This design comes from an exercise in tuning for small area and a short achievable clock period on the open sky130 flow, not from production work.
RTL that was checked went through simulation tests only; none was proved equivalent to the original.

==> job 2590: inputs <==
## mac_unit
module mac_unit #(
    parameter AW = 16,
    parameter BW = 16,
    parameter ACCW = 40,
    parameter SIGNED = 0
)(
    input  wire clk,
    input  wire rst_n,
    input  wire en,
    input  wire valid_in,
    input  wire [AW-1:0] a,
    input  wire [BW-1:0] b,
    output reg  valid_out,
    output reg  [ACCW-1:0] acc_out
);
==> flow/config.mk <==
export PLATFORM = sky130hd
export DESIGN_NAME = mac_unit
export DESIGN_NICKNAME = mac_unit
export VERILOG_FILES = /design/flow/design.v
export SDC_FILE = /design/flow/constraint.sdc
export NUM_CORES = 4
export LEC_CHECK = 0
export CAP_MARGIN = 20
export CORE_MARGIN = 2
export CORE_UTILIZATION = 65
export SETUP_SLACK_MARGIN = 3
export SLEW_MARGIN = 20
export SYNTH_HIERARCHICAL = 1
export SYNTH_MINIMUM_KEEP_SIZE = 0
==> flow/constraint.sdc <==
create_clock -name core_clock -period 7.0 [get_ports {clk}]
set_input_delay 1.4000 -clock core_clock [delete_from_list [all_inputs] [get_ports {clk}]]
set_output_delay 1.4000 -clock core_clock [all_outputs]
set_load 0.01 [all_outputs]
run.sh (not shown) runs the stock make flow with config.mk's settings and CLKGATE_MAP_FILE= SYNTH_SCRIPT=/design/flow/synth_recipe.tcl, a recipe that flattens the netlist after the stock synthesis.
==> inputs of job 1860, as changes to job 2590 <==
--- a/flow/design.v
+++ b/flow/design.v
@@ -1245,19 +1245,17 @@
   mac_fa fa219 (.a(pr[56]), .b(pr[57]), .ci(nacc[25]), .s(s725), .co(c726));
   mac_fa fa220 (.a(pr[58]), .b(pr[59]), .ci(nacc[26]), .s(s727), .co(c728));
   mac_fa fa221 (.a(pr[60]), .b(pr[61]), .ci(nacc[27]), .s(s729), .co(c730));
   mac_fa fa222 (.a(pr[62]), .b(pr[63]), .ci(nacc[28]), .s(s731), .co(c732));
   mac_fa fa223 (.a(pr[64]), .b(pr[65]), .ci(nacc[29]), .s(s733), .co(c734));
   mac_fa fa224 (.a(pr[66]), .b(pr[67]), .ci(nacc[30]), .s(s735), .co(c736));
   wire [39:0] ra = {nacc[39], nacc[38], nacc[37], nacc[36], nacc[35], nacc[34], nacc[33], nacc[32], nacc[31], c734, c732, c730, c728, c726, c724, c722, s721, s719, c714, c710, c706, c702, c698, c694, c690, s687, c684, c682, c680, c678, c676, c674, c672, c670, c668, c666, c664, c662, nacc[1], pr[0]};
   wire [39:0] rb = {1'b1, 1'b1, 1'b1, 1'b1, 1'b1, 1'b1, 1'b1, 1'b1, c736, s735, s733, s731, s729, s727, s725, s723, c720, c718, s717, s713, s709, s705, s701, s697, s693, s689, s685, s683, s681, s679, s677, s675, s673, s671, s669, s667, s665, s663, s661, nacc[0]};
-  wire [33:0] lo = {1'b0, ra[32:0]} + {1'b0, rb[32:0]} + 34'd1;
-  wire [6:0] hi_inc = acc_out[39:33] + 7'd1;
-  wire [39:0] sum = {lo[33] ? acc_out[39:33] : hi_inc, ~lo[32:0]};
+  wire [39:0] sum = ~(ra + rb + 40'd1);
   always @(posedge clk) begin
     pr <= {c660, p256, c658, s659, c656, s657, c654, s655, c652, s653, c650, s651, s649, c648, s647, c646, s645, c604, s605, c542, c602, s603, c538, s601, c600, s537, s599, c598, s533, s597, c596, s529, s595, c594, s525, s593, s521, c592, c644, s517, s591, c590, s643, c642, s641, c640, s639, c638, s637, c636, s635, c634, s633, c632, s631, c630, s629, c628, s627, c626, s625, c624, s623, c622, s621, p2, p17, p1};
     valid_reg <= valid_in & rst_n;
   end
   always @(posedge clk) begin
     if (!rst_n) begin
       acc_out <= 40'd0;
       valid_out <= 1'b0;
==> summary of the runs <==
- Critical path depth is the same in job 1860 and job 2590.
- Of job 1860 and job 2590, job 2590 has the higher hold slack (gap 0.92 ps).
- Between job 2590 and job 1860, the lower first-iteration DRC count is in job 2590 (gap 25%, measured against job 1860).
- Maximum frequency is about the same in job 2590 and job 1860.
- Against job 2590, the global-route usage of job 1860 is higher by 1.2 points.
- Job 1860 completed without violations. Job 2590 completed with no timing, DRC or antenna violations.
- Of job 2590 and job 1860, job 1860 has the higher die area (gap about 0.56%, measured against job 1860).
No run of this note included a check of the RTL's function; only the layout flow was run.

* * *

==> build 31 <==
Another version of the RTL of mac_unit (not shown whole).
## mac_unit
module mac_unit #(
    parameter AW = 16,
    parameter BW = 16,
    parameter ACCW = 40,
    parameter SIGNED = 0
)(
    input  wire clk,
    input  wire rst_n,
    input  wire en,
    input  wire valid_in,
    input  wire [AW-1:0] a,
    input  wire [BW-1:0] b,
    output reg  valid_out,
    output reg  [ACCW-1:0] acc_out
);
Settings: LEC_CHECK=0, CAP_MARGIN=20, CORE_MARGIN=2, CORE_UTILIZATION=40, SETUP_SLACK_MARGIN=3, SLEW_MARGIN=20, SYNTH_HIERARCHICAL=1, SYNTH_MINIMUM_KEEP_SIZE=0; clock period 7.0 ns.
==> inputs of build 51, as changes to build 31 <==
SETUP_SLACK_MARGIN = 3.7   (was 3)
==> inputs of trial 71, as changes to build 31 <==
CORE_UTILIZATION = 65   (was 40)
==> summary of the runs <==
Setup slack, highest first: build 51, build 31, trial 71. The highest fmax belongs to build 51, the lowest to trial 71. Sequential cell count is the same in trial 71 and build 51. Synthesized area is the same in build 31 and trial 71. Of build 31 and build 51, build 51 has the higher via count (gap 5.9%, measured against build 51).

* * *

==> inputs of build 95 <==
mac_unit, a different RTL version from the one above (not shown whole).
==> flow/config.mk <==
export PLATFORM = sky130hd
export DESIGN_NAME = mac_unit
export DESIGN_NICKNAME = mac_unit
export VERILOG_FILES = /design/flow/design.v
export SDC_FILE = /design/flow/constraint.sdc
export NUM_CORES = 4
export LEC_CHECK = 0
export CAP_MARGIN = 20
export CORE_MARGIN = 2
export CORE_UTILIZATION = 65
export CTS_BUF_LIST = sky130_fd_sc_hd__clkbuf_4 sky130_fd_sc_hd__clkbuf_8
export SETUP_SLACK_MARGIN = 3.7
export SLEW_MARGIN = 20
export SYNTH_HIERARCHICAL = 1
export SYNTH_MINIMUM_KEEP_SIZE = 0
==> flow/constraint.sdc <==
create_clock -name core_clock -period 7.0 [get_ports {clk}]
set_input_delay 1.4000 -clock core_clock [delete_from_list [all_inputs] [get_ports {clk}]]
set_output_delay 1.4000 -clock core_clock [all_outputs]
set_load 0.01 [all_outputs]
==> inputs of build 59, as changes to build 95 <==
--- a/flow/config.mk
+++ b/flow/config.mk
@@ -11,3 +11,3 @@
 export CTS_BUF_LIST = sky130_fd_sc_hd__clkbuf_4 sky130_fd_sc_hd__clkbuf_8
-export SETUP_SLACK_MARGIN = 3.7
+export SETUP_SLACK_MARGIN = 3.9
 export SLEW_MARGIN = 20
==> run notes <==
Across all layers, the routed design uses 8588 vias. The maximum fanout count along the critical path works out to 16. The arrival time of the worst setup path is 3620 ps.

The top cell types in the final layout, fill and taps aside, are 325 x nand2_1, 184 x fa_1, 123 x dfxtp_1. For the non-filler instance count after layout, the log shows 1463. Summing all multi-input logic gate instances after layout gives 8810 um2.

The met2 layer usage reported by global route came out at 54.1%. Summing all flip-flop and latch instances after layout gives 2460 um2. The run finished with no timing, DRC or antenna violations.
That was build 95.
==> run notes <==
The run finished with no timing, DRC or antenna violations. Once layout is complete, the cells apart from fillers number 1575. In the final layout, the multi-input gates occupy 9420 um2.

The top cell types in the final layout, fill and taps aside, are 268 x nand2_1, 130 x fa_1, 120 x dfxtp_1. Global routing used 60.7% of the available met2 tracks. For the register cell area after layout, the log shows 2470 um2.

The maximum fanout count along the critical path is 4.
That was build 59.

-- separate check: timing with driven ports --
The flow's constraints put no driver on any port. The routed layouts listed below were extracted and timed again, unchanged, in two steps. Step 1 assumes that a clkbuf_16 drives the clock port and a buf_2 every other input. Step 2 also shifts input and output timing later by t, the mid clock arrival at the registers, as if the neighbouring blocks saw the same clock. Slacks: ideal / step 1 / step 2; pairs: ideal / step 1.
run | t, ns | setup WS [ns] | hold WS [ns] | slew at the worst register clock pin (ns) | worst data-port slew with drivers (ns)
job 2590 | 0.395 | 3.040 / 3.059 / 2.664 | 0.480 / 0.480 / 0.480 | 0.08 / 0.08 | 0.05
job 1860 | 0.397 | 3.034 / 3.055 / 2.659 | 0.479 / 0.479 / 0.479 | 0.08 / 0.08 | 0.04
build 31 | 0.452 | 3.059 / 3.067 / 2.615 | 0.477 / 0.477 / 0.477 | 0.07 / 0.07 | 0.05
build 51 | 0.471 | 3.366 / 3.363 / 2.892 | 0.480 / 0.480 / 0.480 | 0.07 / 0.07 | 0.08
trial 71 | 0.471 | 3.041 / 3.059 / 2.588 | 0.480 / 0.480 / 0.480 | 0.07 / 0.07 | 0.04
build 95 | 0.482 | 3.711 / 3.727 / 3.245 | 0.487 / 0.487 / 0.487 | 0.09 / 0.09 | 0.06
build 59 | 0.501 | 3.529 / 3.529 / 3.035 | 0.491 / 0.491 / 0.491 | 0.09 / 0.09 | 0.24
After both steps setup and hold are still met in every run listed. The setup slack of build 59, which loses most, moves by 0.000 ns with the drivers and by -0.494 ns with both steps.
